This is an optimization exercise on Yosys and OpenROAD, whose aim is small area and a short achievable clock period, not a production implementation. In this exercise RTL edits were held to simulation tests only and were not proved equivalent to the original.

==> umber: inputs <==
// risc_cpu
module risc_cpu (
    input wire clk,
    input wire rst,
    input wire [31:0] imem_data,
    input wire [31:0] dmem_rdata,
    output wire [31:0] dmem_wdata,
    output wire dmem_we,
    output wire dmem_re,
    output wire dmem_byte,
    output wire [31:0] pc_out,
    output wire [31:0] instruction_out,
    output wire [31:0] alu_result_out,
    output wire [3:0] flags_out
);
==> flow/config.mk <==
export PLATFORM = sky130hd
export DESIGN_NAME = risc_cpu
export DESIGN_NICKNAME = risc_cpu
export VERILOG_FILES = /design/flow/design.v
export SDC_FILE = /design/flow/constraint.sdc
export NUM_CORES = 4
export LEC_CHECK = 0
export ABC_AREA = 1
export CAP_MARGIN = 20
export CORE_MARGIN = 2
export CORE_UTILIZATION = 55
export CTS_BUF_LIST = sky130_fd_sc_hd__clkbuf_8
export PLACE_DENSITY = 0.7
export SLEW_MARGIN = 20
==> flow/constraint.sdc <==
create_clock -name core_clock -period 17.5 [get_ports {clk}]
set_input_delay 3.5000 -clock core_clock [delete_from_list [all_inputs] [get_ports {clk}]]
set_output_delay 3.5000 -clock core_clock [all_outputs]
set_load 0.01 [all_outputs]
standard.sh (not shown) runs the stock make flow with config.mk's settings and CLKGATE_MAP_FILE= SYNTH_SCRIPT=/design/flow/synth_recipe.tcl, a recipe that flattens the netlist after the stock synthesis.
==> flow/flow/run.sh <==
#!/bin/bash
# The standard layout (the standard.sh, standard synthesis unchanged), with
# timing repair asked to leave 11 ns of setup slack, so that it also speeds up
# paths that already meet the 17.5 ns clock, allowed to resize cells across
# footprints, and with buf_2 as the cell that buffers every input and output
# port. The make output goes to make_finish.log; each ORFS step keeps its own
# log under orfs/logs/.
set -euo pipefail
bash standard.sh SETUP_SLACK_MARGIN=11 MATCH_CELL_FOOTPRINT=0 \
  'BUFFER_PORTS_ARGS=-buffer_cell sky130_fd_sc_hd__buf_2' finish > make_finish.log 2>&1
==> ember: changes against umber <==
--- a/flow/design.v
+++ b/flow/design.v
@@ -95,16 +95,40 @@
 assign instruction_out = if_ir;
 assign alu_result_out = result;
 assign flags_out = {fN, fZ, fC, fV};
 assign dmem_wdata = ex_sd;
 assign dmem_we = ex_st & cond_met;
 assign dmem_re = ex_ld & cond_met;
 assign dmem_byte = ex_byte;
 wire [31:0] I = id_ir;
+function [7:0] predecode;
+    input [31:0] w;
+    reg dp, di, ls, br, mul, neg;
+    reg [3:0] o;
+    begin
+        o = w[24:21];
+        dp = (w[27:25] == 3'b000);
+        di = (w[27:25] == 3'b001);
+        ls = (w[27:25] == 3'b010);
+        br = (w[27:25] == 3'b101);
+        mul = di & (o == 4'b1111);
+        neg = di & (o == 4'b1110);
+        predecode[7] = dp;
+        predecode[6] = mul;
+        predecode[5] = neg;
+        predecode[4] = (di & ~mul & ~neg) | ls;
+        predecode[3] = br;
+        predecode[2] = ~dp & ~di & ~ls & ~br;
+        predecode[1] = (dp & (o == 4'b0011)) | (di & ((o == 4'b0011) | (o == 4'b1110)));
+        predecode[0] = (dp & ((o == 4'b0010) | (o == 4'b0110) | (o == 4'b1010) | (o == 4'b1110) | (o == 4'b1111))) |
+                       (di & ((o == 4'b0010) | (o == 4'b0110) | (o == 4'b1000) | (o == 4'b1100) | (o == 4'b1101)));
+    end
+endfunction
+reg [7:0] id_pre;
 wire [3:0] opc = I[24:21];
 wire f_dp = (I[27:25] == 3'b000);
 wire f_di = (I[27:25] == 3'b001);
 wire f_ls = (I[27:25] == 3'b010);
 wire f_br = (I[27:25] == 3'b101);
 wire f_rn = f_dp | f_di | f_ls;
 wire [3:0] rs1_h = f_rn ? I[19:16] : 4'd0;
 wire [3:0] rs2_h = f_dp ? I[3:0] : ((f_ls & ~I[20]) ? I[15:12] : 4'd0);
@@ -571,29 +595,19 @@
 assign mul_c[28] = dd_s161;
 assign mul_s[29] = dd_c161;
 assign mul_c[29] = dd_s162;
 assign mul_s[30] = dd_c162;
 assign mul_c[30] = dd_s163;
 assign mul_s[31] = dd_c163;
 assign mul_c[31] = dd_s164;
 wire [31:2] br_tgt = pc + {{6{I[23]}}, I[23:0]} + 30'd1;
-reg [31:0] nb;
-always @(*) begin
-    if (f_dp)
-        nb = sh_out;
-    else if (f_di)
-        nb = is_mul ? mul_c : is_neg ? 32'b0 : rot_imm(I[11:0]);
-    else if (f_br)
-        nb = {br_tgt, 2'b00};
-    else if (f_ls)
-        nb = rot_imm(I[11:0]);
-    else
-        nb = val2;
-end
+wire [31:0] nb = ({32{id_pre[7]}} & sh_out) | ({32{id_pre[6]}} & mul_c) |
+                 ({32{id_pre[4]}} & rot_imm(I[11:0])) | ({32{id_pre[3]}} & {br_tgt, 2'b00}) |
+                 ({32{id_pre[2]}} & val2);
 reg [3:0] op;   
 localparam O_ZERO = 4'd0, O_AND = 4'd1, O_EOR = 4'd2, O_SUB = 4'd3, O_RSB = 4'd4,
            O_ADD = 4'd5, O_ADC = 4'd6, O_SBC = 4'd7, O_ORR = 4'd8, O_MOV = 4'd9,
            O_BIC = 4'd10, O_MVN = 4'd11, O_NEG = 4'd12, O_MUL = 4'd13, O_MEM = 4'd14;
 always @(*) begin
     op = O_ZERO;
     if (f_dp) begin
         case (opc)
@@ -624,17 +638,17 @@
 wire d_cinc = (op == O_ADC) | (op == O_SBC);
 wire d_cv = (op == O_SUB) | (op == O_RSB) | (op == O_ADD) | (op == O_ADC) | (op == O_SBC);
 wire dp_nowr = (opc[3:2] == 2'b10) | (opc == 4'b0111);    
 wire d_wr = (f_dp & ~dp_nowr) | f_di | (f_ls & I[20]) | (f_br & I[24]);
 wire d_ld = f_ls & I[20];
 wire d_st = f_ls & ~I[20];
 wire d_fl = (f_dp & (I[20] | (opc[3:2] == 2'b10))) | (f_di & I[20]);
 wire [3:0] d_rd = f_rn ? I[15:12] : 4'd0;
-wire [31:0] na = is_mul ? mul_s : (val1 ^ {32{d_inv_a}});
+wire [31:0] na = id_pre[6] ? mul_s : (val1 ^ {32{id_pre[1]}});
 always @(posedge clk or posedge rst) begin
     if (rst) begin
         pc <= 30'b0;
         if_ir <= 32'hE1A00000;
         fN <= 1'b0; fZ <= 1'b0; fC <= 1'b0; fV <= 1'b0;
         ex_wr <= 1'b0; ex_ld <= 1'b0; ex_st <= 1'b0; ex_br <= 1'b0; ex_fl <= 1'b0;
         ex_ss <= 1'b0; ex_sg <= 1'b0; ex_sp <= 1'b0; ex_sy <= 1'b0;
     end else begin
@@ -648,27 +662,32 @@
             ex_ss <= 1'b0; ex_sg <= 1'b0; ex_sp <= 1'b0; ex_sy <= 1'b0;
         end else begin
             ex_wr <= d_wr; ex_ld <= d_ld; ex_st <= d_st; ex_br <= f_br; ex_fl <= d_fl;
             ex_ss <= d_ss; ex_sg <= d_sg; ex_sp <= d_sp; ex_sy <= d_sy;
         end
     end
 end
 always @(posedge clk) begin
-    if (rst | taken) id_ir <= 32'b0;
-    else if (!stall) id_ir <= if_ir;
+    if (rst | taken) begin
+        id_ir <= 32'b0;
+        id_pre <= predecode(32'b0);
+    end else if (!stall) begin
+        id_ir <= if_ir;
+        id_pre <= predecode(if_ir);
+    end
 end
 always @(posedge clk) begin
     ex_cin <= d_cin1 | (d_cinc & next_C); ex_cv <= d_cv;
     ex_byte <= I[22];
     ex_cm <= cond_ok(I[31:28], upd ? nN : fN, upd ? nZ : fZ, next_C, upd ? nV : fV);
     ex_rd <= d_rd;
     ex_sd <= val2;
     ex_a <= na;
-    ex_b <= nb ^ {32{d_inv_b}};
+    ex_b <= nb ^ {32{id_pre[0]}};
     ld_q <= dmem_rdata;
     ld_v <= dmem_re;
     ld_b <= ex_byte;
 end
 wire [31:0] rf_wd = wd & {32{~rst}};
 genvar gi;
 generate
     for (gi = 0; gi < 15; gi = gi + 1) begin : g_rf
==> impl_metrics.json <==
{
  "path_clk_slew_ns": 0.06,
  "grt_max_degree": 88,
  "cts_num_sinks": 740,
  "post-cts-setup-buffer-count": 20,
  "drt_iter0_markers": 8190,
  "status": "finished clean",
  "seq-cell-share": 0.3757,
  "final_cell_mix": "nand2_1 (1,574), inv_1 (800), nand3_1 (525), edfxtp_1 (480), nor2_1 (411)"
}
the above is filed under ember

==> impl_metrics.json <==
{
  "grt_max_degree": 64,
  "drt_iter0_markers": 10390,
  "cts_num_sinks": 733,
  "path_clk_slew_ns": 0.07,
  "status": "finished clean",
  "final_cell_mix": "nand2_1 (1,545), inv_1 (788), nand3_1 (505), edfxtp_1 (480), nor2_1 (374)"
}
the above is filed under umber

==> static timing again, ports no longer ideal <==
Ports are ideal in the flow. The routed layouts listed here were re-timed in OpenROAD.
Step 1: set_driving_cell puts a clkbuf_16 on clk and a buf_2 on each other input, an assumption about the parent block.
Step 2 also shifts input and output timing later by t, the mid clock arrival at the registers, as if the neighbouring blocks saw the same clock.
a / b / c = ideal ports / drivers / drivers and shift; a / b = the first two.
run	t, ns	setup WS [ns]	pins driven straight from the clock port
umber	0.932	10.747 / 10.747 / 10.747	1
ember	0.902	11.003 / 10.942 / 11.029	1
After both steps every run listed still meets setup and hold.
